Background: an optimization exercise with open tools, aiming at small area, a short achievable clock period and few clock cycles per item. Do not read the settings as production practice.
Function was checked by simulation only, so behaviour that the tests miss may differ from the original.

Setup of the baseline:
==> flow/design.v (excerpt) <==
module dnn_relu_fp16
     (input     logic   clk,
      input     logic   rst,
      input     logic   start,
      input     logic   reset,
      output    logic   done,
      output    logic   unsigned    [16:0]    mem_addr,
      input     logic   signed      [15:0]    mem_data,
      output    logic               [159:0]   out);
==> flow/config.mk <==
export PLATFORM = sky130hd
export DESIGN_NAME = dnn_relu_fp16
export DESIGN_NICKNAME = dnn_relu_fp16
export VERILOG_FILES = /design/flow/design.v
export SDC_FILE = /design/flow/constraint.sdc
export NUM_CORES = 8
export LEC_CHECK = 0
export CAP_MARGIN = 20
export CORE_MARGIN = 2
export CORE_UTILIZATION = 70
export SLEW_MARGIN = 20
==> flow/constraint.sdc <==
create_clock -name core_clock -period 30.0 [get_ports {clk}]
set_input_delay 6.0000 -clock core_clock [delete_from_list [all_inputs] [get_ports {clk}]]
set_output_delay 6.0000 -clock core_clock [all_outputs]
set_load 0.01 [all_outputs]
standard.sh (not shown) runs the stock make flow with config.mk's settings and CLKGATE_MAP_FILE= SYNTH_SCRIPT=/design/flow/synth_recipe.tcl, a recipe that flattens the netlist after the stock synthesis.
==> flow/flow/run.sh <==
#!/bin/bash
# Layout flow: the standard flow (standard.sh), with the port buffers
# made of sky130_fd_sc_hd__buf_2 cells, timing repair aimed at a setup
# slack of 22.75 ns, and clock tree synthesis without dummy loads.
# Each tool's output goes to a log file of its own here.
set -euo pipefail
bash standard.sh synth > log_synth.txt 2>&1
bash standard.sh SETUP_SLACK_MARGIN=22.75 \
  "BUFFER_PORTS_ARGS=-buffer_cell sky130_fd_sc_hd__buf_2" \
  "CTS_ARGS=-sink_clustering_enable -repair_clock_nets -sink_clustering_size 30 -sink_clustering_max_diameter 80 -buf_list sky130_fd_sc_hd__clkbuf_16 -dont_use_dummy_load" \
  finish > log_layout.txt 2>&1
Testbench counts of the baseline, summed over its fixed seeds: cycles 143,185, items 48.
diff inputs: the baseline => the candidate
--- a/flow/design.v
+++ b/flow/design.v
@@ -125,17 +125,16 @@
       input     logic   reset,
       output    logic   done,
       output    logic   unsigned    [16:0]    mem_addr,
       input     logic   signed      [15:0]    mem_data,
       output    logic               [159:0]   out);
     localparam logic [13:0] BASE_W1 = 14'd401;
     localparam logic [13:0] BASE_W2 = 14'd10426;
     localparam logic [15:0] ONE     = 16'h3C00;
-    localparam logic [4:0]  NJ0     = 5'd6;
     localparam logic [12:0] ONE3    = 13'd3072;     
     localparam logic [2:0] S_IDLE = 3'd0,
                            S_L1   = 3'd1,
                            S_PRE  = 3'd2,
                            S_L2   = 3'd3,
                            S_FIN  = 3'd4,
                            S_DONE = 3'd5;
     logic [2:0]  st;
@@ -274,18 +273,17 @@
             end
             default: st_n = S_IDLE;
         endcase
     end
     always_ff @(posedge clk or posedge rst) begin
         if (rst) begin
             st <= S_IDLE; nj <= 5'd0; done <= 1'b0;
         end else begin
-            st <= st_n;
-            nj <= (st == S_IDLE && start_q) ? NJ0 : njn;
+            st <= st_n; nj <= njn;
             if (st == S_FIN && y_last && !s2_last)
                 done <= 1'b1;
             else if (reset)
                 done <= 1'b0;
         end
     end
     always_ff @(posedge clk) begin
         r_act <= nr_act; r_w1 <= nr_w1; r_l2 <= nr_l2; r_pre <= nr_pre;
[summary]
Taking the baseline as the reference point, the overall track demand over capacity in global routing of the candidate rises by 1.4 points.
Taking the baseline as the reference, in the candidate hold slack dropped 0.015 ns; area after synthesis barely changed; number of antenna cells inserted dropped 1.
Between the candidate and the baseline, the clock tree cell share of total cell area does not differ in any meaningful way.
The candidate against the baseline; maximum number of pins on one net before global-route repair is up by a few percent.
Testbench counts of the candidate, summed over its fixed seeds: cycles 143,457, items 48.

The RTL this note starts from:
==> flow/design.v <==
`timescale 1ns / 1ps
module mul_fp16
    (input  logic        v,
     input  logic [15:0] a,
     input  logic [12:0] a3,
     input  logic [15:0] b,
     output logic [15:0] s
    );
    logic [10:0] ma;
    logic [12:0] pp [0:4];
    logic [21:0] m, r0, r1, r2, r3, r4, r5, s1, c1, s2, c2, s3, c3, s4, c4;
    logic [5:0]  esum;
    logic [4:0]  e0, e1;
    logic        keep;
    logic [9:0]  mo;
    always_comb begin
        ma = {1'b1, a[9:0]};
        for (int j = 0; j < 5; j++) begin
            case (b[2*j +: 2])
                2'd0: pp[j] = 13'd0;
                2'd1: pp[j] = {2'b00, ma};
                2'd2: pp[j] = {1'b0, ma, 1'b0};
                default: pp[j] = a3;
            endcase
        end
        r0 = {9'd0, pp[0]};
        r1 = {7'd0, pp[1], 2'd0};
        r2 = {5'd0, pp[2], 4'd0};
        r3 = {3'd0, pp[3], 6'd0};
        r4 = {1'b0, pp[4], 8'd0};
        r5 = {1'b0, ma, 10'd0};
        s1 = r0 ^ r1 ^ r2;
        c1 = ((r0 & r1) | (r0 & r2) | (r1 & r2)) << 1;
        s2 = r3 ^ r4 ^ r5;
        c2 = ((r3 & r4) | (r3 & r5) | (r4 & r5)) << 1;
        s3 = s1 ^ c1 ^ s2;
        c3 = ((s1 & c1) | (s1 & s2) | (c1 & s2)) << 1;
        s4 = s3 ^ c3 ^ c2;
        c4 = ((s3 & c3) | (s3 & c2) | (c3 & c2)) << 1;
        m = s4 + c4;
        esum = {1'b0, a[14:10]} + {1'b0, b[14:10]};
        e0   = esum[4:0] + 5'd17;               
        e1   = e0 + 5'd1;
        keep = m[21] || (e0 == 5'd0);
        mo   = keep ? m[20:11] : {m[19:11], 1'b0};
        if (!v || (a == 16'h0000) || (b == 16'h0000))
            s = 16'h0000;
        else if ((a == 16'hFA00) || (b == 16'hFA00))
            s = 16'hFA00;
        else if ((a == 16'h7A00) || (b == 16'h7A00))
            s = 16'h7A00;
        else if (esum <= 6'd14)
            s = 16'h0000;
        else
            s = {a[15] ^ b[15], m[21] ? e1 : e0, mo};
    end
endmodule
`timescale 1ns / 1ps
module add_s1
    (input  logic [15:0] a,
     input  logic [15:0] b,
     output logic [15:0] l,
     output logic [10:0] ms,
     output logic        sub
    );
    logic        agt;
    logic [15:0] t;
    logic [4:0]  shr;
    always_comb begin
        agt = a[14:0] > b[14:0];
        t   = agt ? b : a;
        shr = (agt ? a[14:10] : b[14:10]) - t[14:10];
        sub = a[15] ^ b[15];
        ms  = {1'b1, t[9:0]} >> shr;
        l   = agt ? a : b;
        if (a == 16'h0000) begin
            l  = b;
            ms = 11'd0;
        end else if (b == 16'h0000) begin
            l  = a;
            ms = 11'd0;
        end else if (a == 16'hFA00 || b == 16'hFA00) begin
            l  = 16'hFA00;
            ms = 11'd0;
        end else if (a == 16'h7A00 || b == 16'h7A00) begin
            l  = 16'h7A00;
            ms = 11'd0;
        end else if (a[14:0] == b[14:0] && sub) begin
            l  = 16'h0000;
            ms = 11'd0;
        end
    end
endmodule
module add_s2
    (input  logic [15:0] l,
     input  logic [10:0] ms,
     input  logic        sub,
     output logic [15:0] s
    );
    logic [11:0] mf;
    logic [10:0] mk, z, mn;
    logic [4:0]  sh;
    always_comb begin
        mf = sub ? {1'b0, 1'b1, l[9:0]} - {1'b0, ms}
                 : {1'b0, 1'b1, l[9:0]} + {1'b0, ms};
        mk = 11'd0;
        for (int p = 0; p <= 10; p++)
            if (l[14:10] == 5'(10 - p)) mk[p] = 1'b1;
        z  = mf[10:0] | mk;
        sh = 5'd11;
        for (int p = 0; p <= 10; p++)
            if (z[p]) sh = 5'(10 - p);
        mn = mf[10:0] << sh;
        if (mf[11])
            s = {l[15], l[14:10] + 5'd1, mf[10:1]};
        else
            s = {l[15], l[14:10] - sh, mn[9:0]};
    end
endmodule
`timescale 1ns / 1ps
module dnn_relu_fp16
     (input     logic   clk,
      input     logic   rst,
      input     logic   start,
      input     logic   reset,
      output    logic   done,
      output    logic   unsigned    [16:0]    mem_addr,
      input     logic   signed      [15:0]    mem_data,
      output    logic               [159:0]   out);
    localparam logic [13:0] BASE_W1 = 14'd401;
    localparam logic [13:0] BASE_W2 = 14'd10426;
    localparam logic [15:0] ONE     = 16'h3C00;
    localparam logic [12:0] ONE3    = 13'd3072;     
    localparam logic [2:0] S_IDLE = 3'd0,
                           S_L1   = 3'd1,
                           S_PRE  = 3'd2,
                           S_L2   = 3'd3,
                           S_FIN  = 3'd4,
                           S_DONE = 3'd5;
    logic [2:0]  st;
    logic [4:0]  nj;
    logic        start_q;
    logic [13:0] ma;       
    logic [8:0]  n;        
    logic [13:0] fb;       
    logic [5:0]  cc;       
    logic        qv;       
    logic [4:0]  clrc;     
    logic        sel_r, sel_y, sel_o;    
    logic        rot;      
    logic r_act, r_w1, r_l2, r_pre, r_l2f, r_last, r_first;
    logic m_act, m_v, m_l2, m_pre, m_l2f, m_last;
    logic s1_l2, s1_pre, s1_last;
    logic s2_l2, s2_pre, s2_last;
    logic y_pre, y_last;
    logic [15:0] D, A, Q, P, Y, H;
    logic [12:0] A3;
    logic [15:0] R [0:23];
    logic [15:0] O [0:9];
    logic [15:0] X_l;
    logic [10:0] X_ms;
    logic        X_sub;
    logic [4:0]  njn;
    logic        cap, busy;
    logic [15:0] prod, acc, s1_l, s2_s, h2, asrc;
    logic [10:0] s1_ms;
    logic        s1_sub;
    assign njn  = (nj >= 5'd12) ? nj - 5'd12 : nj + 5'd13;
    assign cap  = (st == S_L1) && m_act && (D[14:0] != 15'd0);
    assign busy = r_w1 && (cc != 6'd0);
    assign h2   = R[2][15] ? 16'h0000 : R[2];
    assign asrc = r_first ? Q : h2;
    mul_fp16 U_MUL (.v(m_v), .a(A), .a3(A3), .b(D), .s(prod));
    assign acc = ({16{sel_r}} & R[0]) | ({16{sel_y}} & Y) | ({16{sel_o}} & O[0]);
    add_s1 U_ADD1 (.a(acc), .b(P), .l(s1_l), .ms(s1_ms), .sub(s1_sub));
    add_s2 U_ADD2 (.l(X_l), .ms(X_ms), .sub(X_sub), .s(s2_s));
    logic [2:0]  st_n;
    logic [13:0] ma_n;
    logic [13:0] step;
    logic [8:0]  n_n;
    logic [5:0]  cc_n;
    logic nr_act, nr_w1, nr_l2, nr_pre, nr_l2f, nr_last, nr_first;
    assign step = (nj >= 5'd12) ? -14'd12 : 14'd13;
    always_comb begin
        st_n = st; ma_n = 14'd0; n_n = n; cc_n = cc - 6'd1;
        nr_act = 1'b0; nr_w1 = 1'b0; nr_l2 = 1'b0; nr_pre = 1'b0;
        nr_l2f = 1'b0; nr_last = 1'b0; nr_first = 1'b0;
        case (st)
            S_IDLE: begin
                nr_act = 1'b1;
                if (start_q) begin
                    st_n = S_L1;
                    ma_n = 14'd1;
                    n_n  = 9'd2;
                end
            end
            S_L1: begin
                if (busy) begin
                    nr_w1 = 1'b1;
                    ma_n = ma + step;
                end else if (cap) begin
                    nr_w1 = 1'b1;
                    nr_first = 1'b1;
                    cc_n = 6'd24;
                    ma_n = fb + {9'd0, njn};
                end else if (qv) begin
                    nr_w1 = 1'b1;
                    nr_first = 1'b1;
                    cc_n = 6'd24;
                    ma_n = ma + step + 14'd25;
                end else if (n != 9'd401) begin
                    nr_act = 1'b1;
                    ma_n = {5'd0, n};
                    n_n = n + 9'd1;
                end else if (!r_act) begin
                    st_n = S_PRE;
                    cc_n = 6'd11;
                    ma_n = BASE_W2;
                    nr_l2 = 1'b1;
                    nr_pre = 1'b1;
                end
            end
            S_PRE: begin
                if (cc > 6'd2 && !cc[5]) begin
                    ma_n = ma + 14'd1;
                    nr_l2 = 1'b1;
                    nr_pre = 1'b1;
                end else if ((cc == 6'd0 || cc[5]) && njn == 5'd0) begin
                    st_n = S_L2;
                    ma_n = BASE_W2 + 14'd10;
                    cc_n = 6'd49;
                    n_n = 9'd0;
                    nr_l2 = 1'b1;
                    nr_l2f = 1'b1;
                end
            end
            S_L2: begin
                if (cc != 6'd0) begin
                    ma_n = ma + (cc[0] ? 14'd1 : 14'd9);
                    nr_l2 = 1'b1;
                    nr_l2f = (cc_n >= 6'd48);
                    nr_last = (cc_n <= 6'd1);
                end else if (n[2:0] != 3'd4) begin
                    n_n = n + 9'd1;
                    cc_n = 6'd49;
                    ma_n = ma - 14'd239;
                    nr_l2 = 1'b1;
                    nr_l2f = 1'b1;
                end else begin
                    st_n = S_FIN;
                end
            end
            S_FIN: begin
                if (y_last && !s2_last)
                    st_n = S_DONE;
            end
            S_DONE: begin
                nr_act = 1'b1;
                if (reset)
                    st_n = S_IDLE;
            end
            default: st_n = S_IDLE;
        endcase
    end
    always_ff @(posedge clk or posedge rst) begin
        if (rst) begin
            st <= S_IDLE; nj <= 5'd0; done <= 1'b0;
        end else begin
            st <= st_n; nj <= njn;
            if (st == S_FIN && y_last && !s2_last)
                done <= 1'b1;
            else if (reset)
                done <= 1'b0;
        end
    end
    always_ff @(posedge clk) begin
        r_act <= nr_act; r_w1 <= nr_w1; r_l2 <= nr_l2; r_pre <= nr_pre;
        r_l2f <= nr_l2f; r_last <= nr_last; r_first <= nr_first;
        m_act <= r_act; m_v <= r_w1 || r_l2; m_l2 <= r_l2; m_pre <= r_pre;
        m_l2f <= r_l2f; m_last <= r_last;
        s1_l2 <= m_l2; s1_pre <= m_pre; s1_last <= m_last;
        s2_l2 <= s1_l2; s2_pre <= s1_pre; s2_last <= s1_last;
        y_pre <= s2_pre; y_last <= s2_last;
    end
    always_ff @(posedge clk) begin
        start_q <= start;
        ma <= ma_n; n <= n_n; cc <= cc_n;
        if (st == S_IDLE && start_q)
            fb <= BASE_W1;
        else if (m_act)
            fb <= fb + 14'd25;
        if (st == S_IDLE)
            qv <= 1'b0;
        else
            qv <= cap || (qv && !r_first);
        if (st == S_IDLE && start_q)
            clrc <= 5'd24;
        else if (clrc != 5'd0)
            clrc <= clrc - 5'd1;
        sel_r <= !m_l2 && !(st == S_IDLE && start_q) && (clrc == 5'd0);
        sel_y <= m_l2 && !m_pre && !m_l2f;
        sel_o <= m_l2 && m_l2f;
        rot   <= m_l2f || s2_last || s2_pre;
    end
    always_ff @(posedge clk) begin
        D <= mem_data;
        P <= prod;
        X_l <= s1_l;
        X_ms <= s1_ms;
        X_sub <= s1_sub;
        Y <= s2_s;
        H <= R[0];
        for (int k = 0; k < 23; k++)
            R[k] <= R[k+1];
        R[23] <= s2_l2 ? H : s2_s;
        if (cap)
            Q <= D;
        if (r_first || (r_l2 && !r_pre && cc[0])) begin
            A  <= asrc;
            A3 <= {2'b01, asrc[9:0]} + {1'b1, asrc[9:0], 1'b0};
        end else if (r_pre) begin
            A  <= ONE;
            A3 <= ONE3;
        end
        if (rot) begin
            for (int k = 0; k < 9; k++)
                O[k] <= O[k+1];
            O[9] <= (y_pre || !Y[15]) ? Y : 16'h0000;
        end
    end
    always_comb begin
        for (int k = 0; k < 10; k++)
            out[16*k +: 16] = O[k];
    end
    assign mem_addr = {3'd0, ma};
endmodule
clock: 30.0 ns
lec_check: 0
cap_margin: 20
core_margin: 2
core_utilization: 62
cts_buf_list: sky130_fd_sc_hd__clkbuf_16
cts_cluster_diameter: 80
cts_cluster_size: 30
slew_margin: 20
Scripts as last shown in full above: flow/flow/run.sh
Testbench counts at the start, summed over its fixed seeds: cycles 143,457, items 48.
Rerun with:
--- a/flow/design.v
+++ b/flow/design.v
@@ -152,9 +152,9 @@
     logic m_act, m_v, m_l2, m_pre, m_l2f, m_last;
     logic s1_l2, s1_pre, s1_last;
     logic s2_l2, s2_pre, s2_last;
     logic y_pre, y_last;
-    logic [15:0] D, A, Q, P, Y, H;
+    logic [15:0] D, A, Q, P, Y;
     logic [12:0] A3;
     logic [15:0] R [0:23];
     logic [15:0] O [0:9];
     logic [15:0] X_l;
@@ -308,13 +308,14 @@
         X_l <= s1_l;
         X_ms <= s1_ms;
         X_sub <= s1_sub;
         Y <= s2_s;
-        H <= R[0];
         for (int k = 0; k < 23; k++)
             R[k] <= R[k+1];
-        R[23] <= s2_l2 ? H : s2_s;
-        if (cap)
+        R[23] <= s2_l2 ? Q : s2_s;
+        if (s1_l2)
+            Q <= R[0];
+        else if (cap)
             Q <= D;
         if (r_first || (r_l2 && !r_pre && cc[0])) begin
             A  <= asrc;
             A3 <= {2'b01, asrc[9:0]} + {1'b1, asrc[9:0], 1'b0};
After rerunning: The new run produced a clean layout. Clock-buffer cell count goes down by 1. Synthesized area goes down by 0.70%. Sequential share of layout area goes down by 0.75 points. Core utilization barely changes. Final cell count is about the same. Cell area goes down by 0.47%.
Testbench counts after the change, summed over its fixed seeds: cycles 143,457, items 48.

## afterwards: timing with drivers on the ports
The flow's constraints put no driver on any port. The routed layouts listed below were extracted and timed again, unchanged, in two steps. Step 1: set_driving_cell puts a clkbuf_16 on clk and a buf_2 on each other input, an assumption about the parent block. Step 2, shift: input delay + t, output delay - t, t = (earliest + latest rising clock arrival at the registers) / 2. This alone moves slack from input paths to output paths. Three values: no drivers, after step 1, after step 2; two values: the first two.
run	t (ns)	slack for setup (ns)	clock arrival spread, ns
the baseline	0.609	22.752 / 22.693 / 22.658	0.090 / 0.090
the candidate	0.607	22.735 / 22.677 / 22.714	0.074 / 0.073
the first run of note 2	0.617	22.742 / 22.682 / 22.793	0.085 / 0.085
the second run of note 2	0.621	22.714 / 22.654 / 22.860	0.085 / 0.085
After both steps every run listed still meets setup and hold. The setup slack of the baseline, which loses most, moves by -0.059 ns with the drivers and by -0.094 ns with both steps.
